Background: an optimization exercise with open tools, aiming at small area. Do not read the settings as production practice.
The RTL was checked by simulation tests, not by an equivalence proof against the original design.
No activity file was given, so power comes from the tool's default toggle rates.

===== flow/flow/run.sh =====
#!/bin/bash
set -euo pipefail
W=$PWD
rm -rf "$W/scripts_own"
cp -r "$FLOW_HOME/scripts" "$W/scripts_own"
cp "$W/flow/abc_area.script" "$W/scripts_own/abc_area.script"
bash "$W/standard.sh" SCRIPTS_DIR="$W/scripts_own" ADDER_MAP_FILE= ABC_AREA=1 \
  "BUFFER_PORTS_ARGS=-buffer_cell sky130_fd_sc_hd__buf_1" finish > "$W/flow_make.log" 2>&1

===== flow/flow/abc_area.script =====
strash
ifraig
scorr
dc2
strash
&get -n
&deepsyn -T 60
&put
dch -f
amap
topo
stime -c

===== flow/standard.sh =====
#!/bin/bash
# synth_recipe.tcl (not shown) runs the flow's synth.tcl, then flattens the netlist and writes it again
# the make line also repeats each setting of config.mk as NAME=value (left out here)
make -C /OpenROAD-flow-scripts/flow DESIGN_CONFIG=/design/flow/config.mk WORK_HOME=/design/flow/orfs CLKGATE_MAP_FILE= SYNTH_SCRIPT=/design/flow/synth_recipe.tcl "${@:-finish}"

===== flow/config.mk =====
export PLATFORM = sky130hd
export DESIGN_NAME = vga
export DESIGN_NICKNAME = vga
export VERILOG_FILES = /design/flow/design.v
export SDC_FILE = /design/flow/constraint.sdc
export NUM_CORES = 4
export LEC_CHECK = 0
export CAP_MARGIN = 20
export CORE_MARGIN = 2
export CORE_UTILIZATION = 40
export CTS_BUF_LIST = sky130_fd_sc_hd__clkbuf_8
export PLACE_DENSITY = 0.6
export SLEW_MARGIN = 20

===== flow/constraint.sdc =====
create_clock -name core_clock -period 10.0 [get_ports {clck}]
set_input_delay 2.0000 -clock core_clock [delete_from_list [all_inputs] [get_ports {clck}]]
set_output_delay 2.0000 -clock core_clock [all_outputs]
set_load 0.01 [all_outputs]

===== flow/design.v =====
module vga
  (input  logic clck,
   input  logic reset,
   input  logic left_btn,
   input  logic right_btn,
   input  logic [9:0] serve_x,
   input  logic [8:0] serve_y,
   input  logic [2:0] serve_xv,
   input  logic [2:0] serve_yv,
   input  logic [9:0] paddle_x0,
   output logic hsync,
   output logic vsync,
   output logic r,
   output logic g,
   output logic b);
   logic [9:0] p;       
   logic [9:0] ln;      
   logic       first;   
   logic lineEnd;
   assign lineEnd = p == 638;
   always_ff @(posedge clck) begin
      if(reset) begin
         p <= 639;
         ln <= 479;
         first <= 1;
      end else begin
         p <= (p == 799) ? 10'd0 : p + 10'd1;
         if(lineEnd) begin
            ln <= (ln == 524) ? 10'd0 : ln + 10'd1;
            if(ln == 481) first <= 0;
         end
      end
   end
   logic active;
   assign active = !first && ln < 480;
   assign hsync = !(p >= 656 && p <= 751);
   assign vsync = !(ln == 490 || ln == 491);
   logic [9:0] div;
   logic [4:0] cl, cr;    
   always_ff @(posedge clck) begin
      if(reset) begin
         div <= 0;
         cl <= 16;
         cr <= 16;
      end else begin
         div <= div + 10'd1;
         if(div == 0) begin
            if(!left_btn) cl <= 0; else if(!cl[4]) cl <= cl + 5'd1;
            if(!right_btn) cr <= 0; else if(!cr[4]) cr <= cr + 5'd1;
         end
      end
   end
   logic left, right;
   assign left = !cl[4];
   assign right = !cr[4];
   logic [2:0] colour;
   logic       prev;
   always_ff @(posedge clck) begin
      if(reset) begin
         colour <= 1;
         prev <= 0;
      end else begin
         prev <= left | right;
         if((left | right) && !prev)
           colour <= (colour == 7) ? 3'd1 : colour + 3'd1;
      end
   end
   logic [9:0] q;
   logic upd_p;
   assign upd_p = !first && ln == 480 && p == 640;
   always_ff @(posedge clck) begin
      if(reset) begin
         q <= 10'd639 - paddle_x0;
      end else if(upd_p && !left && right) begin
         q <= (q <= 52) ? 10'd51 : q - 10'd1;
      end else if(upd_p && left && !right) begin
         q <= (q >= 636) ? 10'd639 : q + 10'd3;
      end else begin
         q <= (q == 799) ? 10'd0 : q + 10'd1;
      end
   end
   logic [9:0] e;
   logic [8:0] by;
   logic [2:0] xv, yv;
   logic upd_b, upd_h;
   assign upd_b = !first && ln == 480 && p == 641;
   assign upd_h = !first && ln == 481 && e == 11;
   logic wl, wr, wt, wb, wp;
   always_comb begin
      case(xv)
        3'd1: wl = e >= 632;
        3'd2: wl = e >= 634;
        3'd3: wl = e >= 636;
        default: wl = 0;
      endcase
      case(xv)
        3'd5: wr = e <= 13;
        3'd6: wr = e <= 15;
        3'd7: wr = e <= 17;
        default: wr = 0;
      endcase
      case(yv)
        3'd1: wt = by < 10;
        3'd2: wt = by < 8;
        3'd3: wt = by < 6;
        default: wt = 0;
      endcase
      case(yv)
        3'd5: begin wp = by >= 429; wb = by >= 469; end
        3'd6: begin wp = by >= 428; wb = by >= 468; end
        3'd7: begin wp = by >= 427; wb = by >= 467; end
        default: begin wp = 0; wb = 0; end
      endcase
   end
   logic hit;
   assign hit = q >= 1 && q <= 61;
   always_ff @(posedge clck) begin
      if(reset) begin
         e <= 10'd639 - serve_x;
         by <= serve_y;
         xv <= serve_xv;
         yv <= serve_yv;
      end else begin
         if(upd_b) begin
            e <= e + 10'd5 - {7'd0, xv};
            by <= by + {{6{~yv[2]}}, ~yv[2], yv[1:0]};
            if(wl | wr) xv <= -xv;
            if(wt) yv <= -yv;
         end else begin
            e <= (e == 799) ? 10'd0 : e + 10'd1;
         end
         if(upd_h) begin
            if(wp && hit) begin
               yv <= -yv;
               if(q < 13)      xv <= (xv < 3) ? 3'd1 : xv - 3'd2;
               else if(q < 25) xv <= (xv < 2) ? 3'd1 : xv - 3'd1;
               else if(q < 37) ;
               else if(q < 49) xv <= (xv > 6) ? 3'd7 : xv + 3'd1;
               else if(q < 61) xv <= (xv > 5) ? 3'd7 : xv + 3'd2;
            end else if(wb) begin
               yv <= -yv;
            end
         end
      end
   end
   logic xzero;
   always_ff @(posedge clck) begin
      if(p == 639) xzero <= e == 639;
   end
   logic bcol, brow, pcol, prow;
   assign bcol = (p < 640) ? (e <= 10) : xzero;
   assign brow = ln[8:0] >= by && ln[8:0] <= by + 9'd10;
   assign pcol = p < 640 && q <= 50;
   assign prow = ln >= 440 && ln <= 460;
   logic bp, pp;
   always_ff @(posedge clck) begin
      if(reset) begin
         bp <= 0; pp <= 0;
      end else begin
         bp <= active && brow && bcol;
         pp <= active && prow && pcol;
      end
   end
   assign r = (pp & colour[0]) | bp;
   assign g = (pp & colour[1]) | bp;
   assign b = (pp & colour[2]) | bp;
endmodule

==> impl_metrics.tcl, run 1 <==
set metrics [dict create \
    drt_iter0_drc 282 \
    clock_latency_ps 370 \
    cpMaxStageDelayCell "nor4b_1" \
    finalCritPeriodShare_pct 38.9 \
    hold_path.class "flip-flop to flip-flop" \
    postRouteAntennaNets 0 \
    path_buf_inv 3 \
    critical_path_class "flip-flop to flip-flop" \
    ctsResizeCount 0 \
    antenna_found_initial 0 \
    final_cells 859 \
    hold_start "p[0]" \
    ys_seq_area_share_pct 38.7 \
    drv_cap 0 \
    rows 39 \
    grt_use_total_pct 19.8 \
    r2r_cells 15 \
    p_leak_nw 1.78 \
    final_area_um2 5160 \
    clkTransAtPathRegs_ps 90 \
    cts_max_level 3 \
    vias 4735 \
    swShare_pct 32.8 \
    max_slew.worst_pin.slew_ps 770 \
    synth.avg_cell_area_um2 7.03 \
    total_power_w 0.000806 \
    n_antenna_cell 0 \
    root_buffer "clkbuf_8" \
    hold_viol 0 \
    reg2reg_from "ln[5]" \
    ys_ff_latch 83 \
    crit_family "simple AND/OR/NAND/NOR gates" \
    pwr-share-clk_pct 31.0 \
    core_area_um2 11300 \
    routed_via_density 5.51 \
    vdd_drop_max_mv 0.0893 \
    cp_slowest_stage_delay_ps 720 \
    final_nets 750 \
    setup_viol 0 \
    dp_hpwl_um 8930 \
    slew_headroom_pct 47.9 \
    ios 44 \
    setup_ws_ps 6110 \
    synth_edf_count 12 \
    rr_endpoint "q[9]" \
    dp_slack_ps 6020 \
    post_dp_cell_area_um2 4960 \
    grt.overflow.total 0 \
    drt_wl_total_um 11800 \
    path_cells "clkinv_1 > nor3_1 > nand4_1 > or3_1 > nor4b_1 > nand4_1 > clkinv_1 > nor2_1 > nor3_1 > nand2_1 > nor3_1 > clkinv_1 > nor2b_1 > nor3_1 > a221o_1" \
    fmax_ghz 0.257 \
    yosysUniqueCellTypes 44 \
    clock_sinks 83 \
    syn_inst 655 \
    cp-start-kind "flip-flop" \
    rsz0062_at_grt "no" \
    first_global_vias 4402 \
    cts_hold_buffers 0 \
    async_flop_share_pct 0 \
    drc_errors 0 \
    period_minus_slack_ps 3890 \
    worstPathRequired_ps 10270 \
    p_sw_w 0.000265 \
    whs_path_depth 1 \
    p_per_area_nw_per_um2 156 \
    areaGrowthSynthToFinish_pct 12.1 \
    fillerInstances 1179 \
    finClkSkew_ps 12.4 \
    place_congestion 0.881 \
    cts_buffer_depth 2 \
    drt_first_pass_iters 4 \
    drive_gt1_share_pct 2.51 \
    ys_warn_count 1 \
    arrival_ps 4150 \
    p_seq_share_pct 49.2 \
    die_w_um 111 \
    syn_area_um2 4600 \
    final_max_slew_viol_count 0 \
    post_cts_buffers 0 \
    cts_made_buffers 9 \
    initial_utilization_pct 40.6 \
    status "complete, no violations" \
    synthesis.nets 694 \
    reg2reg_slack_ps 6110 \
    p_int_w 0.000542 \
    dp.cells 843 \
    crit_path_frequent_cell "nor3_1" \
    synth-main-ff-cell "dfxtp_1" \
    p_comb_share_pct 19.8 \
    chipHeight_um 111 \
    grt_max_degree 52 \
    cts_tree "done" \
    end_kind "flip-flop" \
    grt_pass1_wl_um 20400 \
    cp_max_fo 8 \
    wire_per_inst_um 13.8 \
    port_buffers 43 \
    die-area_um2 12400 \
    finalSetupTns_ps 0 \
    hold_end "p[0]" \
]
[registers in the layout, summed over array words and instances (netlist names)]
signal,flops
bp,1
by,9
cl,5
colour,3
cr,5
div,10
e,10
first,1
ln,10
p,10
pp,1
prev,1
q,10
xv,3
xzero,1
yv,3
[layout make-up]
type | count | area, um2 | area share [%]
well taps | 143 | 179 | 3.47
clock buffers | 9 | 124 | 2.40
flip-flops and latches | 83 | 1780 | 34.5
repair buffers | 45 | 178 | 3.44
inverters | 92 | 345 | 6.70
clock inverters | 7 | 75.1 | 1.46
multi-input cells | 480 | 2470 | 48.0
[Yosys cell counts (5+ instances only)]
cell type,number,share of area (%)
nand2_1,56,4.6
o211ai_1,8,1.3
and2_0,5,0.68
nor3_1,45,4.9
nor2b_1,5,0.68
dfxtp_1,71,31
nor2_1,145,12
nand4_1,10,1.4
or4_1,8,1.3
and3_1,5,0.68
o21ai_0,57,6.2
o32ai_1,5,0.95
nand3_1,10,1.1
edfxtp_1,12,7.8
o22ai_1,9,1.2
a211oi_1,12,2.0
clkinv_1,92,7.5
a21oi_1,39,4.2
o221ai_1,6,1.1
a31oi_1,6,0.82
[kinds of logic (layout without fill, tap and decap cells)]
family	count (synthesis)	count (layout)	synth area share [%]
xor gates and xnor gates	1	1	0.190
buffers and inverters	92	153	7.50
and+or+nand+nor	301	301	28.9
DFF	83	83	38.7
AOI/OAI and AO/OA	178	178	24.7
[cell usage in the layout (no fill, tap or decap), types with 3 or more instances in the layout]
| cell type | n |
|---|---|
| o22a_1 | 3 |
| nor2_1 | 145 |
| a22oi_1 | 4 |
| dfxtp_1 | 71 |
| o21ai_0 | 57 |
| o32ai_1 | 5 |
| nand4_1 | 10 |
| and2_0 | 5 |
| or3_1 | 3 |
| a31oi_1 | 6 |
| edfxtp_1 | 12 |
| nor2b_1 | 5 |
| a21oi_1 | 39 |
| buf_1 | 42 |
| and3_1 | 5 |
| o211ai_1 | 8 |
| o32a_1 | 4 |
| clkbuf_8 | 9 |
| a22o_1 | 3 |
| nor3_1 | 45 |
| or4_1 | 8 |
| o221ai_1 | 6 |
| o22ai_1 | 9 |
| clkinv_1 | 92 |
| a211oi_1 | 12 |
| nand2_1 | 56 |
| nor4_1 | 3 |
| nand3_1 | 10 |
[per-layer routing]
layer	track usage, %	routed length [um]	vias up
li1	-	-	2473
met1	26.6	5810	2160
met2	31.7	5410	90
met3	3.61	450	12
met4	7.57	157	0
met5	0	0	-
[stage by stage]
step | hold WS (ps) | util (%)
detailed placement | 428 | 43.8
global placement | 423 | 43.8
finish | 445 | 45.6
CTS | 450 | 45.6
global route | 477 | 45.6
floorplan | 408 | -
[power by group through the flow]
stage               sequential (W)  clock [W]  combinational [W]
floorplan                 0.000395          0           0.000120
global placement          0.000404          0           0.000157
detailed placement        0.000404          0           0.000159
CTS                       0.000397   0.000259           0.000159
global route              0.000401   0.000272           0.000185
finish                    0.000397   0.000250           0.000159
[worst max path at each step]
stage                       to  startpoint  cells after the start  slack [ps]
after global placement    e[1]       reset                      7        6080
after global routing      q[9]       ln[5]                     15        5560
after detailed placement  e[1]       reset                      7        6020
final                     q[9]       ln[5]                     15        6110
after CTS                 q[9]       ln[5]                     15        6090
after floorplan           e[1]       reset                      4        6590
==> inputs of run 2 (changes only) <==
--- a/flow/design.v
+++ b/flow/design.v
@@ -29,3 +29,3 @@
             ln <= (ln == 524) ? 10'd0 : ln + 10'd1;
-            if(ln == 481) first <= 0;
+            if(ln == 488) first <= 0;
          end
@@ -37,3 +37,3 @@
    assign vsync = !(ln == 490 || ln == 491);
-   logic [9:0] div;
+   logic [9:0] div;       
    logic [4:0] cl, cr;    
@@ -45,3 +45,3 @@
       end else begin
-         div <= div + 10'd1;
+         div <= {div[8:0], div[9] ^ div[6] ^ (div[8:0] == 0)};
          if(div == 0) begin
@@ -82,7 +82,16 @@
    logic [9:0] e;
-   logic [8:0] by;
+   logic [9:0] ry;
    logic [2:0] xv, yv;
-   logic upd_b, upd_h;
-   assign upd_b = !first && ln == 480 && p == 641;
-   assign upd_h = !first && ln == 481 && e == 11;
+   logic mv;             
+   assign mv = !first && ln[9:2] == 121 && ln[1:0] != 3;
+   logic hold_e;         
+   assign hold_e = mv && ln[1:0] == 0 &&
+                   (xv[2] ? (p < {8'd0, xv[1:0]}) : (xv[1:0] != 0 && p + {8'd0, xv[1:0]} >= 4));
+   logic ystep;          
+   assign ystep = mv && (yv[2] ? ln[1:0] < yv[1:0] : ln[1:0] < 2'(3'd4 - yv));
+   logic ry_inc;
+   assign ry_inc = (lineEnd && !(ystep && yv[2])) || (p == 639 && ystep && !yv[2]);
+   logic upd_w, upd_h;
+   assign upd_w = !first && ln == 487 && p == 640;
+   assign upd_h = !first && ln == 488 && e == 11;
    logic wl, wr, wt, wb, wp;
@@ -90,4 +99,4 @@
       case(xv)
-        3'd1: wl = e >= 632;
-        3'd2: wl = e >= 634;
+        3'd1: wl = e >= 634;
+        3'd2: wl = e >= 635;
         3'd3: wl = e >= 636;
@@ -96,5 +105,5 @@
       case(xv)
-        3'd5: wr = e <= 13;
-        3'd6: wr = e <= 15;
-        3'd7: wr = e <= 17;
+        3'd5: wr = e <= 11;
+        3'd6: wr = e <= 12;
+        3'd7: wr = e <= 13;
         default: wr = 0;
@@ -102,5 +111,5 @@
       case(yv)
-        3'd1: wt = by < 10;
-        3'd2: wt = by < 8;
-        3'd3: wt = by < 6;
+        3'd1: wt = ry >= 481;
+        3'd2: wt = ry >= 482;
+        3'd3: wt = ry >= 483;
         default: wt = 0;
@@ -108,5 +117,5 @@
       case(yv)
-        3'd5: begin wp = by >= 429; wb = by >= 469; end
-        3'd6: begin wp = by >= 428; wb = by >= 468; end
-        3'd7: begin wp = by >= 427; wb = by >= 467; end
+        3'd5: begin wp = ry <= 59; wb = ry <= 19; end
+        3'd6: begin wp = ry <= 60; wb = ry <= 20; end
+        3'd7: begin wp = ry <= 61; wb = ry <= 21; end
         default: begin wp = 0; wb = 0; end
@@ -119,3 +128,3 @@
          e <= 10'd639 - serve_x;
-         by <= serve_y;
+         ry <= 10'd479 - {1'b0, serve_y};
          xv <= serve_xv;
@@ -123,9 +132,7 @@
       end else begin
-         if(upd_b) begin
-            e <= e + 10'd5 - {7'd0, xv};
-            by <= by + {{6{~yv[2]}}, ~yv[2], yv[1:0]};
+         if(!hold_e) e <= (e == 799) ? 10'd0 : e + 10'd1;
+         if(ry_inc) ry <= (ry == 524) ? 10'd0 : ry + 10'd1;
+         if(upd_w) begin
             if(wl | wr) xv <= -xv;
             if(wt) yv <= -yv;
-         end else begin
-            e <= (e == 799) ? 10'd0 : e + 10'd1;
          end
@@ -151,3 +158,3 @@
    assign bcol = (p < 640) ? (e <= 10) : xzero;
-   assign brow = ln[8:0] >= by && ln[8:0] <= by + 9'd10;
+   assign brow = ry <= 10;
    assign pcol = p < 640 && q <= 50;
==> impl_metrics.tcl, run 2 <==
set metrics [dict create \
    status "complete, no violations" \
    hold_path.class "flip-flop to flip-flop" \
    hold_slack_ps 422 \
    hold_viol 0 \
    drt_wl_total_um 10500 \
    vias 4143 \
    arrival_ps 1760 \
    final_nets 671 \
    cpMaxStageDelayCell "nor4_1" \
    drc_errors 0 \
    clkTransAtPathRegs_ps 80 \
    synth-main-ff-cell "dfxtp_1" \
    vdd_drop_max_mv 0.0987 \
    yosysUniqueCellTypes 44 \
    ctsResizeCount 0 \
    die_w_um 108 \
    fmax_ghz 0.266 \
    finalSetupTns_ps 0 \
    grt_pass1_wl_um 17700 \
    drt_iter0_drc 289 \
    cts_made_buffers 9 \
    synthTopCellsByArea "dfxtp_1 28%, edfxtp_1 16%, nor2_1 10%" \
    routed_via_density 5.33 \
    finClkSkew_ps 12.7 \
    rsz0062_at_grt "no" \
    n_antenna_cell 0 \
    synth.most_common_cell "nor2_1" \
    drive_gt1_share_pct 2.67 \
    period_minus_slack_ps 3760 \
    cp_max_fo 4 \
    path_cells "clkinv_1 > nor4_1 > nand2_1 > buf_1" \
    grt_max_degree 54 \
    worstPathRequired_ps 8000 \
    clock_sinks 84 \
    synth_top_area_share_pct 28.1 \
    ys_seq_area_share_pct 43.9 \
    place_congestion 0.888 \
    synth_area_leader_cell "dfxtp_1" \
    grt_use_total_pct 19.0 \
    cp-start-kind "flip-flop" \
    final_cells 777 \
    slew_headroom_pct 25.5 \
    wire_per_inst_um 13.5 \
    antenna_found_initial 0 \
    chipHeight_um 108 \
    areaGrowthSynthToFinish_pct 13.0 \
    final_max_slew_viol_count 0 \
    initial_utilization_pct 40.5 \
    critical_path_class "flip-flop to primary output" \
    layout_common_cells "117 x nor2_1, 75 x clkinv_1, 62 x nand2_1" \
    synthTopCellsByCount "117 x nor2_1, 75 x clkinv_1, 62 x nand2_1" \
    dp_hpwl_um 7790 \
    syn_area_um2 4350 \
    register_area_um2 1910 \
    post_cts_buffers 0 \
    end_kind "primary output" \
    syn_inst 575 \
    ios 44 \
    fillerInstances 1118 \
    cts_hold_buffers 0 \
    clock_latency_ps 360 \
    root_buffer "clkbuf_8" \
    max_slew.worst_pin.slew_ps 1120 \
    ys_ff_latch 84 \
    synth.avg_cell_area_um2 7.57 \
    total_power_w 0.000795 \
    multi_input_area_um2 2160 \
    first_global_vias 3910 \
    finalCritPeriodShare_pct 37.6 \
    port_buffers 43 \
    postRouteAntennaNets 0 \
    cts_tree "done" \
    async_flop_share_pct 0 \
    dp.cells 761 \
    core_area_um2 10700 \
    dp_slack_ps 6090 \
    cts_max_level 3 \
    p_per_area_nw_per_um2 162 \
    setup_viol 0 \
    grt.overflow.total 0 \
    final_common_cell "nor2_1" \
    drv_cap 0 \
    drt_first_pass_iters 5 \
    rows 38 \
    die-area_um2 11700 \
    p_leak_nw 1.73 \
    synth_edf_count 23 \
    ys_warn_count 1 \
    setup_ws_ps 6240 \
    synthesis.nets 614 \
    cp_slowest_stage_delay_ps 510 \
    cts_buffer_depth 2 \
]
-- run 2: changes by cell type after synthesis, sizes merged, moves of 7 or more --
cell,change
a211oi,-9
edfxtp,+11
clkinv,-17
dfxtp,-10
o21ai,-16
o32ai,+7
or2,+7
a21oi,-17
nor2,-28
nor3,-11
-- run 2: area by class of cell --
cell class | instances | share of cell area (%)
Multi-Input combinational cell | 416 | 43.9
Timing Repair Buffer | 46 | 3.76
Tap cell | 140 | 3.56
Sequential cell | 84 | 38.9
Clock inverter | 4 | 0.839
Inverter | 75 | 5.72
Clock buffer | 12 | 3.36
-- run 2: logic make-up (layout without fill, tap and decap cells) --
| kind of cell | Yosys count | after routing | synth area share (%) |
|---|---|---|---|
| AOI/OAI and AO/OA | 134 | 134 | 20.5 |
| buffers and inverters | 75 | 137 | 6.47 |
| DFF | 84 | 84 | 43.9 |
| and+or+nand+nor | 282 | 282 | 29.1 |
-- run 2: stage by stage --
step | area [um2] | util (%)
6_report | 4920 | 45.8
5_1_grt | 4920 | 45.8
4_1_cts | 4920 | 45.8
3_5_place_dp | 4710 | 43.9
3_3_place_gp | 4710 | 43.9
2_1_floorplan | 4350 | -
-- run 2: critical path, delay by kind of cell, from the launching register on --
| kind | cells | cell delay, ps |
|---|---|---|
| buffers and inverters | 2 | 310 |
| DFF | 1 | 400 |
| and+or+nand+nor | 2 | 680 |
-- run 2: per-layer routing --
metal,track usage (%),vias to the layer above,part of all wire [%]
met4,4.30,0,0.77
met3,5.24,11,4.1
met5,0,-,0
met1,23.6,1892,47
met2,33.0,71,48
li1,-,2169,-
-- run 2: where the power goes --
part	internal, W	switching [W]	total (W)	leakage [nW]
combinational	0.0000491	0.0000793	0.000128	0.874
clock	0.000133	0.000118	0.000251	0.116
sequential	0.000382	0.0000334	0.000415	0.739
-- run 2: final timing paths --
kind              startpoint      to  slack [ps]  cells past startpoint
setup / recovery       ln[3]   vsync        6240                      4
hold / removal        div[4]  div[5]         420                      2
setup reg to reg        p[5]    q[3]        6650                     10
hold reg to reg       div[4]  div[5]         420                      2
==> inputs of run 3 (changes only) <==
==> flow/design.v (replaced) <==
module vga
  (input  logic clck,
   input  logic reset,
   input  logic left_btn,
   input  logic right_btn,
   input  logic [9:0] serve_x,
   input  logic [8:0] serve_y,
   input  logic [2:0] serve_xv,
   input  logic [2:0] serve_yv,
   input  logic [9:0] paddle_x0,
   output logic hsync,
   output logic vsync,
   output logic r,
   output logic g,
   output logic b);
   logic [9:0] p;
   logic [9:0] ln;
   logic       first;   
   logic lineEnd;       
   assign lineEnd = p == 862;
   always_ff @(posedge clck) begin
      if(reset) begin
         p <= 863;
         ln <= 978;
         first <= 1;
      end else begin
         p <= (&p) ? 10'd224 : p + 10'd1;
         if(lineEnd) begin
            ln <= (&ln) ? 10'd499 : ln + 10'd1;
            if(ln == 988) first <= 0;
         end
      end
   end
   logic active;
   assign active = !first && ln < 979;
   assign hsync = !(p >= 880 && p <= 975);
   assign vsync = !(ln == 989 || ln == 990);
   logic [9:0] div;
   logic [4:0] cl, cr;
   always_ff @(posedge clck) begin
      if(reset) begin
         div <= 0;
         cl <= 24;
         cr <= 24;
      end else begin
         div <= {div[8:0], div[9] ^ div[6] ^ (div[8:0] == 0)};
         if(div == 0) begin
            if(!left_btn) cl <= 1; else if(cl != 24) cl <= {cl[3:0], cl[4] ^ cl[2]};
            if(!right_btn) cr <= 1; else if(cr != 24) cr <= {cr[3:0], cr[4] ^ cr[2]};
         end
      end
   end
   logic left, right;
   assign left = cl != 24;
   assign right = cr != 24;
   logic [2:0] colour;
   logic       prev;
   always_ff @(posedge clck) begin
      if(reset) begin
         colour <= 1;
         prev <= 0;
      end else begin
         prev <= left | right;
         if((left | right) && !prev)
           colour <= (colour == 7) ? 3'd1 : colour + 3'd1;
      end
   end
   logic [9:0] q;
   logic upd_p;         
   assign upd_p = !first && ln == 979 && p == 864;
   always_ff @(posedge clck) begin
      if(reset) begin
         q <= ~paddle_x0;
      end else if(upd_p && !left && right) begin
         q <= (q <= 436) ? 10'd435 : q - 10'd1;
      end else if(upd_p && left && !right) begin
         q <= (q >= 1020) ? 10'd1023 : q + 10'd3;
      end else begin
         q <= (&q) ? 10'd224 : q + 10'd1;
      end
   end
   logic [9:0] e;
   logic [9:0] ry;
   logic [2:0] xv, yv;
   logic mv;             
   assign mv = !first && ln[9:2] == 246 && ln[1:0] != 3;
   logic c4;             
   assign c4 = p[9:2] == 56;
   logic hold_e;         
   assign hold_e = mv && ln[1:0] == 0 &&
                   (xv[2] ? (c4 && p[1:0] < xv[1:0]) : (xv[1:0] != 0 && !(c4 && {1'b0, p[1:0]} + {1'b0, xv[1:0]} < 4)));
   logic ystep;          
   assign ystep = mv && (yv[2] ? ln[1:0] < yv[1:0] : ln[1:0] < 2'(3'd4 - yv));
   logic ry_inc;
   assign ry_inc = (lineEnd && !(ystep && yv[2])) || (p == 863 && ystep && !yv[2]);
   logic upd_w, upd_h;
   assign upd_w = !first && ln == 987 && p == 863;
   assign upd_h = !first && ln == 988 && e == 395;
   logic wl, wr, wt, wb, wp;
   always_comb begin
      case(xv)
        3'd1: wl = e >= 1017;
        3'd2: wl = e >= 1018;
        3'd3: wl = e >= 1019;
        default: wl = 0;
      endcase
      case(xv)
        3'd5: wr = e <= 394;
        3'd6: wr = e <= 395;
        3'd7: wr = e <= 396;
        default: wr = 0;
      endcase
      case(yv)
        3'd1: wt = ry >= 501 && ry <= 503;
        3'd2: wt = ry >= 502 && ry <= 503;
        3'd3: wt = ry == 503;
        default: wt = 0;
      endcase
      case(yv)
        3'd5: begin wp = ry >= 544 && ry <= 604; wb = ry >= 544 && ry <= 564; end
        3'd6: begin wp = ry >= 544 && ry <= 605; wb = ry >= 544 && ry <= 565; end
        3'd7: begin wp = ry >= 544 && ry <= 606; wb = ry >= 544 && ry <= 566; end
        default: begin wp = 0; wb = 0; end
      endcase
   end
   logic hit;
   assign hit = q >= 385 && q <= 445;
   always_ff @(posedge clck) begin
      if(reset) begin
         e <= ~serve_x;
         ry <= {1'b1, ~serve_y};
         xv <= serve_xv;
         yv <= serve_yv;
      end else begin
         if(!hold_e) e <= (&e) ? 10'd224 : e + 10'd1;
         if(ry_inc) ry <= (&ry) ? 10'd499 : ry + 10'd1;
         if(upd_w) begin
            if(wl | wr) xv <= -xv;
            if(wt) yv <= -yv;
         end
         if(upd_h) begin
            if(wp && hit) begin
               yv <= -yv;
               if(q < 397)      xv <= (xv < 3) ? 3'd1 : xv - 3'd2;
               else if(q < 409) xv <= (xv < 2) ? 3'd1 : xv - 3'd1;
               else if(q < 421) ;
               else if(q < 433) xv <= (xv > 6) ? 3'd7 : xv + 3'd1;
               else if(q < 445) xv <= (xv > 5) ? 3'd7 : xv + 3'd2;
            end else if(wb) begin
               yv <= -yv;
            end
         end
      end
   end
   logic xzero;
   always_ff @(posedge clck) begin
      if(p == 863) xzero <= &e;
   end
   logic bcol, brow, pcol, prow;
   assign bcol = (p < 864) ? (e >= 384 && e <= 394) : xzero;
   assign brow = ry >= 544 && ry <= 554;
   assign pcol = p < 864 && q >= 384 && q <= 434;
   assign prow = ln >= 939 && ln <= 959;
   logic bp, pp;
   always_ff @(posedge clck) begin
      if(reset) begin
         bp <= 0; pp <= 0;
      end else begin
         bp <= active && brow && bcol;
         pp <= active && prow && pcol;
      end
   end
   assign r = (pp & colour[0]) | bp;
   assign g = (pp & colour[1]) | bp;
   assign b = (pp & colour[2]) | bp;
endmodule
==> impl_metrics.tcl, run 3 <==
set metrics [dict create \
    vias 4085 \
    cts_tree "done" \
    synth.avg_cell_area_um2 7.59 \
    worstPathRequired_ps 8000 \
    path_cells "nand3_1 > nor2_1 > nand3_1 > or3_1 > or3_1 > buf_1" \
    clock_latency_ps 360 \
    die-area_um2 11600 \
    wire_per_inst_um 13.3 \
    hold_path.class "flip-flop to flip-flop" \
    hold_start "div[5]" \
    p_leak_nw 1.70 \
    synth.most_common_cell "nor2_1" \
    syn_inst 566 \
    areaGrowthSynthToFinish_pct 13.1 \
    reg2reg_from "ln[0]" \
    cp-start-kind "flip-flop" \
    p_per_area_nw_per_um2 170 \
    synth-main-ff-cell "dfxtp_1" \
    drt_first_pass_iters 5 \
    drv_cap 0 \
    status "complete, no violations" \
    core_area_um2 10400 \
    final_nets 661 \
    hold_end "div[6]" \
    place_congestion 0.796 \
    cts_max_level 3 \
    final_common_cell "nor2_1" \
    n_antenna_cell 0 \
    finalCritPeriodShare_pct 40.7 \
    drc_errors 0 \
    whs_path_depth 2 \
    dp_hpwl_um 7660 \
    synth_top_area_share_pct 28.9 \
    routed_via_density 5.35 \
    antenna_found_initial 0 \
    dp_slack_ps 5990 \
    reg2reg_slack_ps 6370 \
    arrival_ps 2070 \
    cts_made_buffers 9 \
    multi_input_area_um2 2060 \
    synthTopCellsByArea "dfxtp_1 29%, edfxtp_1 15%, nor2_1 11%" \
    synth_area_leader_cell "dfxtp_1" \
    first_global_vias 3783 \
    synthTopCellsByCount "126 x nor2_1, 88 x clkinv_1, 62 x dfxtp_1" \
    cpMaxStageDelayCell "dfxtp_1" \
    slew_headroom_pct 34.5 \
    finClkSkew_ps 10.6 \
    yosysUniqueCellTypes 38 \
    ys_seq_area_share_pct 44.3 \
    layout_common_cells "126 x nor2_1, 88 x clkinv_1, 62 x dfxtp_1" \
    clock_sinks 84 \
    register_area_um2 1900 \
    cp_max_fo 4 \
    synth_edf_count 22 \
    hold_viol 0 \
    crit_family "simple AND/OR/NAND/NOR gates" \
    ys_ff_latch 84 \
    period_minus_slack_ps 4070 \
    grt.overflow.total 0 \
    postRouteAntennaNets 0 \
    ios 44 \
    ctsResizeCount 0 \
    path_buf_inv 1 \
    fillerInstances 1079 \
    max_slew.worst_pin.slew_ps 976 \
    post_cts_buffers 0 \
    grt_max_degree 55 \
    chipHeight_um 108 \
    cts_hold_buffers 0 \
    die_w_um 108 \
    drive_gt1_share_pct 2.71 \
    initial_utilization_pct 41.4 \
    rsz0062_at_grt "no" \
    drt_wl_total_um 10200 \
    drt_iter0_drc 212 \
    syn_area_um2 4300 \
    ys_warn_count 1 \
    vdd_drop_max_mv 0.0563 \
    setup_viol 0 \
    clkTransAtPathRegs_ps 90 \
    total_power_w 0.000826 \
    setup_ws_ps 5930 \
    critical_path_class "flip-flop to primary output" \
    r2r_cells 14 \
    async_flop_share_pct 0 \
    grt_pass1_wl_um 17100 \
    grt_use_total_pct 18.5 \
    end_kind "primary output" \
    cp_slowest_stage_delay_ps 360 \
    finalSetupTns_ps 0 \
    port_buffers 43 \
    fmax_ghz 0.246 \
    rr_endpoint "q[6]" \
    cts_buffer_depth 2 \
    rows 37 \
    synthesis.nets 605 \
    fin_util_pct 46.9 \
    final_max_slew_viol_count 0 \
    root_buffer "clkbuf_8" \
]
[run 3: cell types whose count changed after synthesis, moves of 7 or more]
cell	previous run	this run
nand2_1	62	38
nor3_1	34	19
clkinv_1	75	88
a21oi_1	22	33
nor2_1	117	126
o32ai_1	12	4
o22ai_1	9	16
[run 3: worst max-delay path by stage]
stage,cells after the start,startpoint,endpoint
global placement,8,reset,pp
detailed placement,11,reset,q[1]
global route,6,ln[7],vsync
floorplan,8,reset,q[1]
CTS,6,ln[7],vsync
finish,6,ln[7],vsync
[run 3: power by group]
part	total [W]	switching [W]	leakage, nW	internal, W
sequential	0.000412	0.0000272	0.735	0.000385
combinational	0.000149	0.0000924	0.852	0.0000565
clock	0.000265	0.000124	0.117	0.000140
total	0.000826	0.000244	1.70	0.000582
[run 3: logic make-up after synthesis]
family	share of synthesized area [%]
compound gates	22.4
buf+inv	7.69
flops	44.3
simple gates	25.6
[run 3: worst register-to-register path, stage by stage (launching register included)]
cell and delay (ps):
dfxtp_1 370, clkinv_1 110, nor2_1 270, nand3_1 130
or4_1 400, or3_1 380, nor3_1 340, nor2_1 130
nor3_1 380, clkinv_1 200, nor2_1 220, nand2_1 140
o21a_1 120, o21ai_0 170, o221ai_1 150
[run 3: metal layers]
layer | share of wire (%) | vias to the layer above | GRT usage, %
met5 | 0 | - | 0
met4 | 1.8 | 0 | 8.06
met3 | 3.6 | 15 | 2.60
met2 | 46 | 73 | 29.7
met1 | 49 | 1879 | 24.7
li1 | - | 2118 | -
[run 3: cell type report]
class | count | share of cell area (%)
clock inverters | 7 | 1.88
flip-flops and latches | 84 | 39.1
well taps | 136 | 3.50
repair buffers | 45 | 3.66
inverters | 88 | 6.80
clock buffers | 9 | 2.55
multi-input cells | 394 | 42.5
[run 3: per-stage QoR]
stage	hold WS, ps	cell area (um2)	instances
5_1_grt	448	4860	763
4_1_cts	426	4860	763
2_1_floorplan	397	4300	566
3_5_place_dp	414	4640	747
3_3_place_gp	410	4640	747
6_report	422	4860	763
==> inputs of run 4 (changes only) <==
==> flow/flow/run.sh (replaced) <==
#!/bin/bash
# Standard ORFS layout with these changes:
#  - synthesis maps with an area-oriented ABC script (flow/abc_area.script)
#    and without full/half adder cell extraction, so ABC optimises adders;
#  - ports are buffered with the smallest buffer, sky130_fd_sc_hd__buf_1;
#  - the clock tree is built from clkbuf_8 cells, without dummy loads.
# The make output of every step goes to flow_make.log here; ORFS keeps each
# tool's own log under orfs/logs/.
set -euo pipefail
W=$PWD
rm -rf "$W/scripts_own"
cp -r "$FLOW_HOME/scripts" "$W/scripts_own"
cp "$W/flow/abc_area.script" "$W/scripts_own/abc_area.script"
bash "$W/standard.sh" SCRIPTS_DIR="$W/scripts_own" ADDER_MAP_FILE= ABC_AREA=1 \
  "BUFFER_PORTS_ARGS=-buffer_cell sky130_fd_sc_hd__buf_1" \
  "CTS_ARGS=-sink_clustering_enable -repair_clock_nets -buf_list sky130_fd_sc_hd__clkbuf_8 -dont_use_dummy_load" \
  finish > "$W/flow_make.log" 2>&1
==> flow/flow/abc_area.script (replaced) <==
strash
ifraig
scorr
dc2
strash
&get -n
&deepsyn -T 60
&put
dch -f
amap -F 4 -A 10
topo
stime -c
--- a/flow/config.mk
+++ b/flow/config.mk
@@ -10,3 +10,2 @@
 export CORE_UTILIZATION = 40
-export CTS_BUF_LIST = sky130_fd_sc_hd__clkbuf_8
 export PLACE_DENSITY = 0.6
==> impl_metrics.tcl, run 4 <==
set metrics [dict create \
    reg2reg_from "p[8]" \
    grt.overflow.total 0 \
    vias 4076 \
    areaGrowthSynthToFinish_pct 11.0 \
    worstPathRequired_ps 8000 \
    synthTopCellsByArea "dfxtp_1 29%, edfxtp_1 15%, nor2_1 10%" \
    ys_seq_area_share_pct 44.3 \
    postRouteAntennaNets 0 \
    synthTopCellsByCount "119 x nor2_1, 93 x clkinv_1, 62 x dfxtp_1" \
    drv_cap 0 \
    wire_per_inst_um 13.7 \
    final_common_cell "nor2_1" \
    hold_viol 0 \
    rows 37 \
    die_w_um 108 \
    ys_warn_count 1 \
    ios 44 \
    core_area_um2 10400 \
    root_buffer "clkbuf_8" \
    chipHeight_um 108 \
    max_slew.worst_pin.slew_ps 679 \
    rsz0062_at_grt "no" \
    yosysUniqueCellTypes 38 \
    r2r_cells 17 \
    grt_pass1_wl_um 17400 \
    first_global_vias 3729 \
    vdd_drop_max_mv 0.0872 \
    drt_iter0_drc 197 \
    drt_wl_total_um 10400 \
    clock_latency_ps 360 \
    grt_max_degree 58 \
    drc_errors 0 \
    hold_start "div[5]" \
    fmax_ghz 0.261 \
    setup_ws_ps 6170 \
    async_flop_share_pct 0 \
    synth.avg_cell_area_um2 7.56 \
    cpMaxStageDelayCell "or3_1" \
    status "complete, no violations" \
    p_leak_nw 1.61 \
    cts_max_level 3 \
    path_cells "clkinv_1 > nor2_1 > o21ai_0 > or3_1 > buf_1" \
    synth.most_common_cell "nor2_1" \
    path_buf_inv 2 \
    synth_area_leader_cell "dfxtp_1" \
    cts_tree "done" \
    finalCritPeriodShare_pct 38.3 \
    synthesis.nets 607 \
    synth_edf_count 22 \
    place_congestion 0.898 \
    period_minus_slack_ps 3830 \
    clkTransAtPathRegs_ps 70 \
    grt_use_total_pct 18.8 \
    port_buffers 43 \
    ys_ff_latch 84 \
    end_kind "primary output" \
    syn_inst 568 \
    cts_made_buffers 9 \
    setup_viol 0 \
    arrival_ps 1830 \
    cp_max_fo 4 \
    whs_path_depth 2 \
    crit_family "simple AND/OR/NAND/NOR gates" \
    initial_utilization_pct 41.4 \
    cp_slowest_stage_delay_ps 460 \
    drt_first_pass_iters 5 \
    clock_sinks 84 \
    hold_path.class "flip-flop to flip-flop" \
    dp_slack_ps 6090 \
    p_per_area_nw_per_um2 157 \
    drive_gt1_share_pct 1.93 \
    n_antenna_cell 0 \
    final_max_slew_viol_count 0 \
    crit_start "p[8]" \
    critical_path_class "flip-flop to primary output" \
    slew_headroom_pct 54.3 \
    reg2reg_slack_ps 6330 \
    cts_buffer_depth 2 \
    synth_top_area_share_pct 28.9 \
    die-area_um2 11600 \
    post_cts_buffers 0 \
    finClkSkew_ps 34.0 \
    final_nets 663 \
    cp-start-kind "flip-flop" \
    hold_end "div[6]" \
    antenna_found_initial 0 \
    layout_common_cells "119 x nor2_1, 93 x clkinv_1, 62 x dfxtp_1" \
    synth-main-ff-cell "dfxtp_1" \
    dp_hpwl_um 7890 \
    syn_area_um2 4290 \
    cts_hold_buffers 0 \
    finalSetupTns_ps 0 \
    routed_via_density 5.38 \
    rr_endpoint "ln[8]" \
    ctsResizeCount 0 \
]
[run 4: cell types whose count changed after synthesis, moves of 4 or more]
| cell | delta |
|---|---|
| nor3_1 | +4 |
| o21ai_0 | +4 |
| o211ai_1 | +4 |
| a21oi_1 | +9 |
| clkinv_1 | +5 |
| or3_1 | -5 |
| nor2_1 | -7 |
[run 4: final cells by class]
cell class,count,area [um2]
clock buffer,9,124
fill,1078,5610
inverter,93,349
multi-input combinational,391,2040
sequential,84,1900
tap,136,170
timing repair buffer,45,178
[run 4: worst max path at each step]
stage / endpoint / slack (ps) / cells after the start
2_1_floorplan: e[0] / 6490 / 3
3_3_place_gp: e[1] / 6110 / 5
3_5_place_dp: e[1] / 6090 / 5
4_1_cts: hsync / 6150 / 5
5_1_grt: hsync / 6020 / 5
6_report: hsync / 6170 / 5
[run 4: where the power goes]
group / switching (W) / internal, W
Combinational: 0.0000954 / 0.0000543
Sequential: 0.0000273 / 0.000385
Clock: 0.000106 / 0.0000807
[run 4: routing by layer]
| metal | wire length (um) | track usage (%) |
|---|---|---|
| met3 | 462 | 3.21 |
| met5 | 0 | 0 |
| met1 | 5040 | 26.3 |
| met2 | 4760 | 29.8 |
| met4 | 126 | 5.13 |
[run 4: kinds of logic (layout without fill, tap and decap cells)]
family / Yosys count / count (layout) / share of synthesized area [%]
AOI/OAI and AO/OA: 158 / 158 / 23.3
and+or+nand+nor: 233 / 233 / 24.2
DFF: 84 / 84 / 44.3
buffers and inverters: 93 / 147 / 8.13
[run 4: tightest hold or removal path: stages, from the launching register on]
cell      delay [ps]
dfxtp_1          300
clkinv_1          50
nor2_1            30
[run 4: through the flow]
| step | hold WS [ps] | util (%) | power (W) | instances | instance area (um2) |
|---|---|---|---|---|---|
| final | 421 | 45.9 | 0.000749 | 758 | 4760 |
| after global routing | 447 | 45.9 | 0.000795 | 758 | 4760 |
| after CTS | 426 | 45.9 | 0.000759 | 758 | 4760 |
| after detailed placement | 415 | 44.7 | 0.000570 | 749 | 4640 |
| after global placement | 403 | 44.7 | 0.000567 | 749 | 4640 |
| after floorplan | 397 | - | 0.000523 | 568 | 4290 |
==> inputs of run 5 (changes only) <==
--- a/flow/design.v
+++ b/flow/design.v
@@ -19,6 +19,6 @@
    logic lineEnd;       
-   assign lineEnd = p == 862;
+   assign lineEnd = &p;
    always_ff @(posedge clck) begin
       if(reset) begin
-         p <= 863;
+         p <= 224;
          ln <= 978;
@@ -33,7 +33,11 @@
    end
+   logic actcol;        
+   assign actcol = p >= 385 || p == 224;
    logic active;
    assign active = !first && ln < 979;
-   assign hsync = !(p >= 880 && p <= 975);
+   assign hsync = !(p >= 241 && p <= 336);
    assign vsync = !(ln == 989 || ln == 990);
-   logic [9:0] div;
+   logic [4:0] dh;
+   logic sample;
+   assign sample = p[4:0] == 0 && dh == 0;
    logic [4:0] cl, cr;
@@ -41,3 +45,3 @@
       if(reset) begin
-         div <= 0;
+         dh <= 0;
          cl <= 24;
@@ -45,4 +49,4 @@
       end else begin
-         div <= {div[8:0], div[9] ^ div[6] ^ (div[8:0] == 0)};
-         if(div == 0) begin
+         if(&p[4:0]) dh <= dh + 5'd1;
+         if(sample) begin
             if(!left_btn) cl <= 1; else if(cl != 24) cl <= {cl[3:0], cl[4] ^ cl[2]};
@@ -69,3 +73,3 @@
    logic upd_p;         
-   assign upd_p = !first && ln == 979 && p == 864;
+   assign upd_p = !first && ln == 979 && p == 225;
    always_ff @(posedge clck) begin
@@ -87,3 +91,3 @@
    logic c4;             
-   assign c4 = p[9:2] == 56;
+   assign c4 = p[9:2] == 64;
    logic hold_e;         
@@ -94,5 +98,5 @@
    logic ry_inc;
-   assign ry_inc = (lineEnd && !(ystep && yv[2])) || (p == 863 && ystep && !yv[2]);
+   assign ry_inc = (lineEnd && !(ystep && yv[2])) || (p == 224 && ystep && !yv[2]);
    logic upd_w, upd_h;
-   assign upd_w = !first && ln == 987 && p == 863;
+   assign upd_w = !first && ln == 987 && p == 224;
    assign upd_h = !first && ln == 988 && e == 395;
@@ -156,8 +160,8 @@
    always_ff @(posedge clck) begin
-      if(p == 863) xzero <= &e;
+      if(p == 224) xzero <= &e;
    end
    logic bcol, brow, pcol, prow;
-   assign bcol = (p < 864) ? (e >= 384 && e <= 394) : xzero;
+   assign bcol = actcol ? (e >= 384 && e <= 394) : xzero;
    assign brow = ry >= 544 && ry <= 554;
-   assign pcol = p < 864 && q >= 384 && q <= 434;
+   assign pcol = actcol && q >= 384 && q <= 434;
    assign prow = ln >= 939 && ln <= 959;
==> impl_metrics.tcl, run 5 <==
set metrics [dict create \
    drt_iter0_drc 154 \
    hold_viol 0 \
    synthTopCellsByCount "110 x nor2_1, 90 x clkinv_1, 57 x dfxtp_1" \
    cp_slowest_stage_delay_ps 340 \
    hold_path.class "flip-flop to flip-flop" \
    place_congestion 0.891 \
    final_nets 646 \
    chipHeight_um 106 \
    status "complete, no violations" \
    post_cts_buffers 0 \
    die_w_um 106 \
    grt_max_degree 34 \
    layout_common_cells "110 x nor2_1, 90 x clkinv_1, 57 x dfxtp_1" \
    max_slew.worst_pin.slew_ps 727 \
    async_flop_share_pct 0 \
    ctsResizeCount 0 \
    drive_gt1_share_pct 2.15 \
    grt.overflow.total 0 \
    synthTopCellsByArea "dfxtp_1 28%, edfxtp_1 16%, nor2_1 10%" \
    path_buf_inv 3 \
    vias 3998 \
    areaGrowthSynthToFinish_pct 11.6 \
    multi_input_area_um2 1980 \
    p_seq_share_pct 56.3 \
    ys_seq_area_share_pct 43.7 \
    slew_headroom_pct 51.1 \
    cp-start-kind "flip-flop" \
    syn_inst 550 \
    synth-main-ff-cell "dfxtp_1" \
    die-area_um2 11100 \
    cts_tree "done" \
    p_int_w 0.000473 \
    port_buffers 43 \
    core_area_um2 10200 \
    cts_buffer_depth 2 \
    synthesis.nets 589 \
    crit_family "simple AND/OR/NAND/NOR gates" \
    cts_made_buffers 9 \
    finalSetupTns_ps 0 \
    vdd_drop_max_mv 0.0701 \
    synth_area_leader_cell "dfxtp_1" \
    dp_slack_ps 5840 \
    drt_first_pass_iters 5 \
    ys_ff_latch 79 \
    register_area_um2 1800 \
    path_cells "clkinv_1 > nor3_1 > nand2_1 > clkinv_1 > nand2_1 > nor2_1 > nand4_1 > buf_1" \
    clock_sinks 79 \
    clkTransAtPathRegs_ps 70 \
    drv_cap 0 \
    cts_max_level 3 \
    rows 37 \
    synth_top_area_share_pct 27.7 \
    synth_edf_count 22 \
    syn_area_um2 4120 \
    arrival_ps 1920 \
    worstPathRequired_ps 8000 \
    period_minus_slack_ps 3920 \
    antenna_found_initial 0 \
    clock_latency_ps 360 \
    rsz0062_at_grt "no" \
    fillerInstances 1070 \
    finClkSkew_ps 7.11 \
    cpMaxStageDelayCell "dfxtp_1" \
    pwr-share-clk_pct 27.6 \
    initial_utilization_pct 40.5 \
    cp_max_fo 4 \
    ios 44 \
    p_leak_nw 1.54 \
    critical_path_class "flip-flop to primary output" \
    ys_warn_count 1 \
    synth.most_common_cell "nor2_1" \
    end_kind "primary output" \
    cts_hold_buffers 0 \
    swShare_pct 28.9 \
    postRouteAntennaNets 0 \
    p_comb_share_pct 16.1 \
    synth.avg_cell_area_um2 7.50 \
    setup_viol 0 \
    final_max_slew_viol_count 0 \
    first_global_vias 3782 \
    final_common_cell "nor2_1" \
    grt_pass1_wl_um 17800 \
    yosysUniqueCellTypes 36 \
    grt_use_total_pct 20.2 \
    dp_hpwl_um 7940 \
    setup_ws_ps 6080 \
    drc_errors 0 \
    p_per_area_nw_per_um2 145 \
    fmax_ghz 0.255 \
    routed_via_density 5.40 \
    finalCritPeriodShare_pct 39.2 \
    wire_per_inst_um 14.0 \
    p_sw_w 0.000192 \
    root_buffer "clkbuf_8" \
    drt_wl_total_um 10300 \
    n_antenna_cell 0 \
]
-- run 5: final timing paths --
check	startpoint	endpoint	slack [ps]	cells after the start
setup / recovery	ln[8]	vsync	6080	8
setup reg to reg	p[0]	ln[8]	6460	19
hold reg to reg	dh[4]	dh[4]	460	1
hold / removal	dh[4]	dh[4]	460	1
-- run 5: power groups by stage --
stage	Sequential [W]	Combinational, W	Clock, W
floorplan	0.000375	0.0000770	0
global placement	0.000381	0.000105	0
detailed placement	0.000381	0.000106	0
CTS	0.000374	0.000107	0.000191
global route	0.000378	0.000123	0.000207
finish	0.000375	0.000107	0.000183
-- run 5: cell type report --
class                   count  share of cell area (%)
multi-input cells         381                    43.1
flip-flops and latches     79                    39.2
inverters                  90                    7.34
repair buffers             46                    4.02
well taps                 136                    3.70
clock buffers               9                    2.69
-- run 5: cell families after synthesis --
kind of cell / count (synthesis) / share of synthesized area (%)
AOI/OAI and AO/OA: 157 / 24.6
DFF: 79 / 43.7
and+or+nand+nor: 224 / 23.5
buffers and inverters: 90 / 8.19
-- run 5: per-stage QoR --
| step | hold WS [ps] | area, um2 | cells | total power (W) | util, % |
|---|---|---|---|---|---|
| finish | 457 | 4600 | 741 | 0.000665 | 45.2 |
| global route | 480 | 4600 | 741 | 0.000709 | 45.2 |
| CTS | 456 | 4600 | 741 | 0.000673 | 45.2 |
| detailed placement | 446 | 4480 | 732 | 0.000488 | 44.0 |
| global placement | 438 | 4480 | 732 | 0.000486 | 44.0 |
| floorplan | 427 | 4120 | 550 | 0.000452 | - |
-- run 5: routing by layer --
metal | track usage, % | wire length [um] | vias to the layer above
met4 | 8.83 | 265 | 0
li1 | - | - | 2081
met5 | 0 | 0 | -
met2 | 31.8 | 4720 | 72
met1 | 26.9 | 4980 | 1823
met3 | 3.96 | 378 | 22
==> inputs of run 6 (changes only) <==
--- a/flow/design.v
+++ b/flow/design.v
@@ -46,9 +46,9 @@
          dh <= 0;
-         cl <= 24;
-         cr <= 24;
+         cl <= 0;
+         cr <= 0;
       end else begin
-         if(&p[4:0]) dh <= dh + 5'd1;
+         if(&p[4:0]) dh <= {dh[3:0], dh[4] ^ dh[2] ^ (dh[3:0] == 0)};
          if(sample) begin
-            if(!left_btn) cl <= 1; else if(cl != 24) cl <= {cl[3:0], cl[4] ^ cl[2]};
-            if(!right_btn) cr <= 1; else if(cr != 24) cr <= {cr[3:0], cr[4] ^ cr[2]};
+            cl <= !left_btn ? 5'd30 : {cl[3:0], cl[4] & cl[3]};
+            cr <= !right_btn ? 5'd30 : {cr[3:0], cr[4] & cr[3]};
          end
@@ -57,4 +57,4 @@
    logic left, right;
-   assign left = cl != 24;
-   assign right = cr != 24;
+   assign left = cl != 0;
+   assign right = cr != 0;
    logic [2:0] colour;
@@ -62,7 +62,6 @@
    always_ff @(posedge clck) begin
+      prev <= left | right;
       if(reset) begin
          colour <= 1;
-         prev <= 0;
       end else begin
-         prev <= left | right;
          if((left | right) && !prev)
==> flow/flow/abc_area.script (replaced) <==
strash
ifraig
scorr
dc2
strash
&get -n
&deepsyn -T 120
&put
dch -f
amap -F 4 -A 10
topo
stime -c
==> impl_metrics.tcl, run 6 <==
set metrics [dict create \
    path_cells "nand2_1 > nor2_1 > clkinv_1 > nor2_1 > clkinv_1 > nor2_1 > nand2_1 > nor2_1 > clkinv_1 > nor3_1 > nand2_1 > nor3_1 > clkinv_1 > nor4_1 > clkinv_1 > nor2_1 > and3_1 > nand2_1 > clkinv_1 > o21ai_0" \
    fin_util_pct 45.4 \
    synth.avg_cell_area_um2 7.47 \
    die_w_um 106 \
    synth-main-ff-cell "dfxtp_1" \
    drc_errors 0 \
    synth.most_common_cell "nor2_1" \
    pwr-share-clk_pct 28.5 \
    yosysUniqueCellTypes 41 \
    wire_per_inst_um 13.8 \
    hold_path.class "flip-flop to flip-flop" \
    whs_path_depth 2 \
    async_flop_share_pct 0 \
    clock_latency_ps 360 \
    syn_area_um2 4170 \
    areaGrowthSynthToFinish_pct 11.5 \
    die-area_um2 11300 \
    synth_edf_count 22 \
    finalSetupTns_ps 0 \
    synthTopCellsByCount "113 x nor2_1, 96 x clkinv_1, 57 x dfxtp_1" \
    core_area_um2 10200 \
    synth_area_leader_cell "dfxtp_1" \
    ys_warn_count 1 \
    p_comb_share_pct 15.0 \
    rows 37 \
    hold_viol 0 \
    finalCritPeriodShare_pct 39.7 \
    cts_made_buffers 9 \
    post_cts_buffers 0 \
    period_minus_slack_ps 3970 \
    final_max_slew_viol_count 0 \
    critical_path_class "flip-flop to flip-flop" \
    layout_common_cells "113 x nor2_1, 96 x clkinv_1, 57 x dfxtp_1" \
    crit_path_frequent_cell "clkinv_1" \
    grt.overflow.total 0 \
    p_int_w 0.000468 \
    ys_seq_area_share_pct 43.2 \
    finClkSkew_ps 12.0 \
    cts_buffer_depth 2 \
    clock_sinks 79 \
    n_antenna_cell 0 \
    root_buffer "clkbuf_8" \
    r2r_cells 20 \
    routed_via_density 5.40 \
    ctsResizeCount 0 \
    setup_viol 0 \
    chipHeight_um 106 \
    cts_hold_buffers 0 \
    vias 4044 \
    synth_top_area_share_pct 27.4 \
    p_per_area_nw_per_um2 141 \
    grt_use_total_pct 19.7 \
    end_kind "flip-flop" \
    ios 44 \
    syn_inst 558 \
    cp-start-kind "flip-flop" \
    arrival_ps 4210 \
    grt_max_degree 55 \
    p_seq_share_pct 56.5 \
    place_congestion 0.868 \
    drt_iter0_drc 216 \
    cp_max_fo 5 \
    initial_utilization_pct 40.7 \
    drt_first_pass_iters 5 \
    vdd_drop_max_mv 0.0854 \
    p_sw_w 0.000188 \
    slew_headroom_pct 52.3 \
    swShare_pct 28.6 \
    cp_slowest_stage_delay_ps 450 \
    antenna_found_initial 0 \
    status "complete, no violations" \
    max_slew.worst_pin.slew_ps 709 \
    cpMaxStageDelayCell "nor4_1" \
    clkTransAtPathRegs_ps 80 \
    drt_wl_total_um 10300 \
    cts_tree "done" \
    dp_hpwl_um 7840 \
    register_area_um2 1800 \
    ys_ff_latch 79 \
    grt_pass1_wl_um 17900 \
    fmax_ghz 0.252 \
    port_buffers 43 \
    drv_cap 0 \
    multi_input_area_um2 2010 \
    fillerInstances 1053 \
    worstPathRequired_ps 10240 \
    synthesis.nets 597 \
    drive_gt1_share_pct 2.12 \
    synthTopCellsByArea "dfxtp_1 27%, edfxtp_1 16%, nor2_1 10%" \
    final_common_cell "nor2_1" \
    cts_max_level 3 \
    p_leak_nw 1.56 \
    first_global_vias 3897 \
    final_nets 654 \
    postRouteAntennaNets 0 \
    rsz0062_at_grt "no" \
]
-- run 6: changes by cell type after synthesis, moves of 4 or more --
| cell | delta |
|---|---|
| clkinv_1 | +6 |
| o221ai_1 | -6 |
| nand2_1 | -5 |
| o221a_1 | +5 |
| o22ai_1 | +5 |
| o31ai_1 | +5 |
| a211oi_1 | -4 |
| nand3_1 | +4 |
| o21a_1 | -4 |
-- run 6: final timing paths --
path | to | slack (ps) | start
setup / recovery | ln[8] | 6030 | p[0]
hold / removal | cl[4] | 470 | cl[4]
hold reg to reg | cl[4] | 470 | cl[4]
setup reg to reg | ln[8] | 6030 | p[0]
-- run 6: cell type report --
cell class | instances | area share (%)
clock buffer | 9 | 2.66
inverter | 96 | 7.75
multi-input combinational | 383 | 43.2
sequential | 79 | 38.8
tap | 136 | 3.66
timing repair buffer | 46 | 3.98
-- run 6: logic make-up after synthesis --
group | share of synthesized area (%)
AOI/OAI and AO/OA | 24.7
buffers and inverters | 8.64
DFF | 43.2
and+or+nand+nor | 23.4
-- run 6: power by group through the flow --
stage               registers [W]  clock network (W)  logic (W)
finish                   0.000371           0.000187  0.0000982
detailed placement       0.000378                  0  0.0000977
floorplan                0.000372                  0  0.0000700
global placement         0.000378                  0  0.0000961
global route             0.000374           0.000207   0.000114
CTS                      0.000371           0.000191  0.0000980
-- run 6: routing by layer --
layer	global-route usage (%)	vias to the layer above	share of wire, %
met5	0	-	0
met4	4.70	0	1.2
met3	5.76	10	5.2
met2	32.1	88	46
met1	25.9	1864	48
li1	-	2082	-
-- run 6: per-stage QoR --
step           power, W  worst slack, ps  hold WS [ps]  cells  instance area [um2]
6_report       0.000656             6030           470    749                 4650
5_1_grt        0.000695             5310           491    749                 4650
4_1_cts        0.000660             6050           468    749                 4650
3_5_place_dp   0.000476             5880           457    740                 4520
3_3_place_gp   0.000474             5960           453    740                 4520
2_1_floorplan  0.000442             6690           433    558                 4170
-- run 6: critical path: cells and delay by family, from the launching register on --
family,cells,cell delay (ps)
AND/OR/NAND/NOR,13,2690
AO/OA/AOI/OAI,1,50
flip-flops,1,410
buffers and inverters,6,710
==> inputs of run 7 (changes only) <==
--- a/flow/design.v
+++ b/flow/design.v
@@ -86,3 +86,4 @@
    logic [9:0] ry;
-   logic [2:0] xv, yv;
+   logic       sx, sy;
+   logic [1:0] mx, my;
    logic mv;             
@@ -92,40 +93,28 @@
    logic hold_e;         
-   assign hold_e = mv && ln[1:0] == 0 &&
-                   (xv[2] ? (c4 && p[1:0] < xv[1:0]) : (xv[1:0] != 0 && !(c4 && {1'b0, p[1:0]} + {1'b0, xv[1:0]} < 4)));
+   assign hold_e = mv && ln[1:0] == 0 && mx != 0 && (sx ^ (c4 && p[1:0] < mx));
    logic ystep;          
-   assign ystep = mv && (yv[2] ? ln[1:0] < yv[1:0] : ln[1:0] < 2'(3'd4 - yv));
+   assign ystep = mv && ln[1:0] < my;
    logic ry_inc;
-   assign ry_inc = (lineEnd && !(ystep && yv[2])) || (p == 224 && ystep && !yv[2]);
+   assign ry_inc = (lineEnd && !(ystep && !sy)) || (p == 224 && ystep && sy);
    logic upd_w, upd_h;
    assign upd_w = !first && ln == 987 && p == 224;
-   assign upd_h = !first && ln == 988 && e == 395;
+   assign upd_h = !first && ln == 988 && e == 458;
    logic wl, wr, wt, wb, wp;
+   assign wl = sx && mx != 0 && e >= 10'd1020 - {8'd0, mx};
+   assign wr = !sx && mx != 0 && e <= 10'd393 + {8'd0, mx};
+   assign wt = sy && my != 0 && ry >= 10'd504 - {8'd0, my} && ry <= 503;
+   assign wp = !sy && my != 0 && ry >= 544 && ry <= 10'd603 + {8'd0, my};
+   assign wb = !sy && my != 0 && ry >= 544 && ry <= 10'd563 + {8'd0, my};
+   logic hit;
+   assign hit = q[9:6] == 7 && q[5:0] <= 60;
+   logic [2:0] dx, dn;
+   assign dx = sx ? -{1'b0, mx} : {1'b0, mx};
    always_comb begin
-      case(xv)
-        3'd1: wl = e >= 1017;
-        3'd2: wl = e >= 1018;
-        3'd3: wl = e >= 1019;
-        default: wl = 0;
-      endcase
-      case(xv)
-        3'd5: wr = e <= 394;
-        3'd6: wr = e <= 395;
-        3'd7: wr = e <= 396;
-        default: wr = 0;
-      endcase
-      case(yv)
-        3'd1: wt = ry >= 501 && ry <= 503;
-        3'd2: wt = ry >= 502 && ry <= 503;
-        3'd3: wt = ry == 503;
-        default: wt = 0;
-      endcase
-      case(yv)
-        3'd5: begin wp = ry >= 544 && ry <= 604; wb = ry >= 544 && ry <= 564; end
-        3'd6: begin wp = ry >= 544 && ry <= 605; wb = ry >= 544 && ry <= 565; end
-        3'd7: begin wp = ry >= 544 && ry <= 606; wb = ry >= 544 && ry <= 566; end
-        default: begin wp = 0; wb = 0; end
-      endcase
+      if(q[5:0] < 12)      dn = (dx[2] && dx[1:0] < 3) ? 3'b101 : dx - 3'd2;
+      else if(q[5:0] < 24) dn = (dx == 3'b101) ? 3'b101 : dx - 3'd1;
+      else if(q[5:0] < 36) dn = dx;
+      else if(q[5:0] < 48) dn = (dx == 3'd3) ? 3'd3 : dx + 3'd1;
+      else if(q[5:0] < 60) dn = (!dx[2] && dx[1:0] > 1) ? 3'd3 : dx + 3'd2;
+      else             dn = dx;
    end
-   logic hit;
-   assign hit = q >= 385 && q <= 445;
    always_ff @(posedge clck) begin
@@ -134,4 +123,6 @@
          ry <= {1'b1, ~serve_y};
-         xv <= serve_xv;
-         yv <= serve_yv;
+         sx <= !serve_xv[2];
+         mx <= serve_xv[2] ? serve_xv[1:0] : -serve_xv[1:0];
+         sy <= !serve_yv[2];
+         my <= serve_yv[2] ? serve_yv[1:0] : -serve_yv[1:0];
       end else begin
@@ -140,4 +131,4 @@
          if(upd_w) begin
-            if(wl | wr) xv <= -xv;
-            if(wt) yv <= -yv;
+            if(wl | wr) sx <= !sx;
+            if(wt) sy <= !sy;
          end
@@ -145,10 +136,7 @@
             if(wp && hit) begin
-               yv <= -yv;
-               if(q < 397)      xv <= (xv < 3) ? 3'd1 : xv - 3'd2;
-               else if(q < 409) xv <= (xv < 2) ? 3'd1 : xv - 3'd1;
-               else if(q < 421) ;
-               else if(q < 433) xv <= (xv > 6) ? 3'd7 : xv + 3'd1;
-               else if(q < 445) xv <= (xv > 5) ? 3'd7 : xv + 3'd2;
+               sy <= !sy;
+               sx <= dn[2];
+               mx <= dn[2] ? -dn[1:0] : dn[1:0];
             end else if(wb) begin
-               yv <= -yv;
+               sy <= !sy;
             end
==> impl_metrics.tcl, run 7 <==
set metrics [dict create \
    die_w_um 106 \
    clock_latency_ps 350 \
    core_area_um2 10200 \
    postRouteAntennaNets 0 \
    synth_edf_count 24 \
    antenna_found_initial 0 \
    clock_sinks 79 \
    ys_ff_latch 79 \
    cts_made_buffers 9 \
    drc_errors 0 \
    die-area_um2 11100 \
    cts_buffer_depth 2 \
    final_nets 642 \
    cts_max_level 3 \
    vias 3970 \
    synthesis.nets 586 \
    place_congestion 0.912 \
    synthTopCellsByCount "102 x nor2_1, 95 x clkinv_1, 59 x o21ai_0" \
    cts_tree "done" \
    port_buffers 43 \
    initial_utilization_pct 40.5 \
    chipHeight_um 106 \
    grt_max_degree 48 \
    vdd_drop_max_mv 0.0635 \
    finalCritPeriodShare_pct 39.2 \
    syn_area_um2 4130 \
    cp_max_fo 47 \
    ys_warn_count 1 \
    max_slew.worst_pin.slew_ps 1040 \
    hold_viol 0 \
    period_minus_slack_ps 3920 \
    post_cts_buffers 0 \
    n_antenna_cell 0 \
    ys_seq_area_share_pct 44.1 \
    end_kind "flip-flop" \
    setup_viol 0 \
    wire_per_inst_um 13.7 \
    hold_path.class "flip-flop to flip-flop" \
    synth-main-ff-cell "dfxtp_1" \
    hold_slack_ps 463 \
    synth_area_leader_cell "dfxtp_1" \
    fillerInstances 1089 \
    grt_use_total_pct 18.9 \
    finClkSkew_ps 22.7 \
    fmax_ghz 0.255 \
    p_leak_nw 1.57 \
    synth.avg_cell_area_um2 7.55 \
    ctsResizeCount 0 \
    synthTopCellsByArea "dfxtp_1 27%, edfxtp_1 17%, nor2_1 9.3%" \
    drive_gt1_share_pct 2.00 \
    drt_first_pass_iters 5 \
    drt_wl_total_um 10100 \
    grt.overflow.total 0 \
    synth.most_common_cell "nor2_1" \
    ios 44 \
    async_flop_share_pct 0 \
    p_per_area_nw_per_um2 146 \
    layout_common_cells "102 x nor2_1, 95 x clkinv_1, 59 x o21ai_0" \
    rows 37 \
    drv_cap 0 \
    critical_path_class "primary input to flip-flop" \
    routed_via_density 5.39 \
    worstPathRequired_ps 10290 \
    clkTransAtPathRegs_ps 80 \
    cp-start-kind "primary input" \
    arrival_ps 4210 \
    fin_util_pct 45.2 \
    yosysUniqueCellTypes 43 \
    final_common_cell "nor2_1" \
    finalSetupTns_ps 0 \
    final_max_slew_viol_count 0 \
    grt_pass1_wl_um 17000 \
    slew_headroom_pct 30.4 \
    rsz0062_at_grt "no" \
    status "complete, no violations" \
    areaGrowthSynthToFinish_pct 11.4 \
    root_buffer "clkbuf_8" \
    dp_hpwl_um 7680 \
    syn_inst 547 \
    first_global_vias 3643 \
    synth_top_area_share_pct 26.7 \
    drt_iter0_drc 178 \
    cts_hold_buffers 0 \
]
## run 7: routing by layer
| metal | GRT usage, % | routed length (um) | up-vias |
|---|---|---|---|
| met2 | 30.8 | 4690 | 87 |
| met1 | 25.3 | 4810 | 1813 |
| met5 | 0 | 0 | - |
| met3 | 3.59 | 435 | 13 |
| met4 | 5.92 | 174 | 0 |
| li1 | - | - | 2057 |
## run 7: logic make-up (layout without fill, tap and decap cells)
| logic type | after synthesis | count (layout) | share of synthesized area (%) |
|---|---|---|---|
| buffers and inverters | 95 | 149 | 8.64 |
| flip-flops | 79 | 79 | 44.1 |
| AO/OA/AOI/OAI | 167 | 167 | 25.3 |
| AND/OR/NAND/NOR | 206 | 206 | 22.0 |
## run 7: final cells by class
class / count / area (um2) / share of cell area, %
tap: 136 / 170 / 3.70
timing repair buffer: 45 / 178 / 3.86
clock buffer: 9 / 124 / 2.69
inverter: 95 / 357 / 7.75
multi-input combinational: 373 / 1950 / 42.4
sequential: 79 / 1820 / 39.6
## run 7: metrics by stage
stage	total power [W]	setup WS, ps	area (um2)	instances
5_1_grt	0.000711	5790	4600	737
6_report	0.000671	6080	4600	737
2_1_floorplan	0.000458	6500	4130	547
3_3_place_gp	0.000492	5870	4480	728
3_5_place_dp	0.000494	5770	4480	728
4_1_cts	0.000677	6110	4600	737
## run 7: path summary, 6_finish.rpt
path	start	endpoint	slack, ps	depth (start not counted)
setup / recovery	reset	q[2]	6080	12
hold reg to reg	q[0]	q[0]	460	1
hold / removal	q[0]	q[0]	460	1
setup reg to reg	p[7]	q[8]	6140	16
## run 7: worst max-delay path: stages
cell and delay, ps:
clkbuf_2 70, buf_4 440, clkinv_1 240, buf_4 290, nand2_1 120, a21oi_1 70
nor2_1 280, clkinv_1 190, nor2_1 170, o21ai_0 100, o21ai_0 80, a31o_1 110
## run 7: report_power, final
group,switching [W],leakage [nW],internal (W),total [W]
combinational,0.0000716,0.811,0.0000401,0.000112
clock,0.000103,0.0647,0.0000806,0.000184
sequential,0.0000195,0.694,0.000356,0.000376

-- port drivers added, routing unchanged --
No port has a modelled driver above. Below, the same layouts with a new extraction and two added sets of constraints.
Step 1 assumes that a clkbuf_16 drives the clock port and a buf_2 every other input.
Step 2, shift: input delay + t, output delay - t, t = (earliest + latest rising clock arrival at the registers) / 2. This alone moves slack from input paths to output paths.
Slacks: no drivers / after step 1 / after step 2; pairs: no drivers / after step 1.
run | t, ns | slack for setup (ns)
run 1 | 0.396 | 6.113 / 6.113 / 5.994
run 2 | 0.388 | 6.236 / 6.205 / 6.102
run 3 | 0.386 | 5.929 / 5.894 / 5.993
run 4 | 0.373 | 6.174 / 6.141 / 6.026
run 5 | 0.394 | 6.076 / 6.042 / 5.819
run 6 | 0.386 | 6.028 / 6.028 / 5.900
run 7 | 0.369 | 6.085 / 6.087 / 5.727
After both steps every run listed still meets setup and hold.
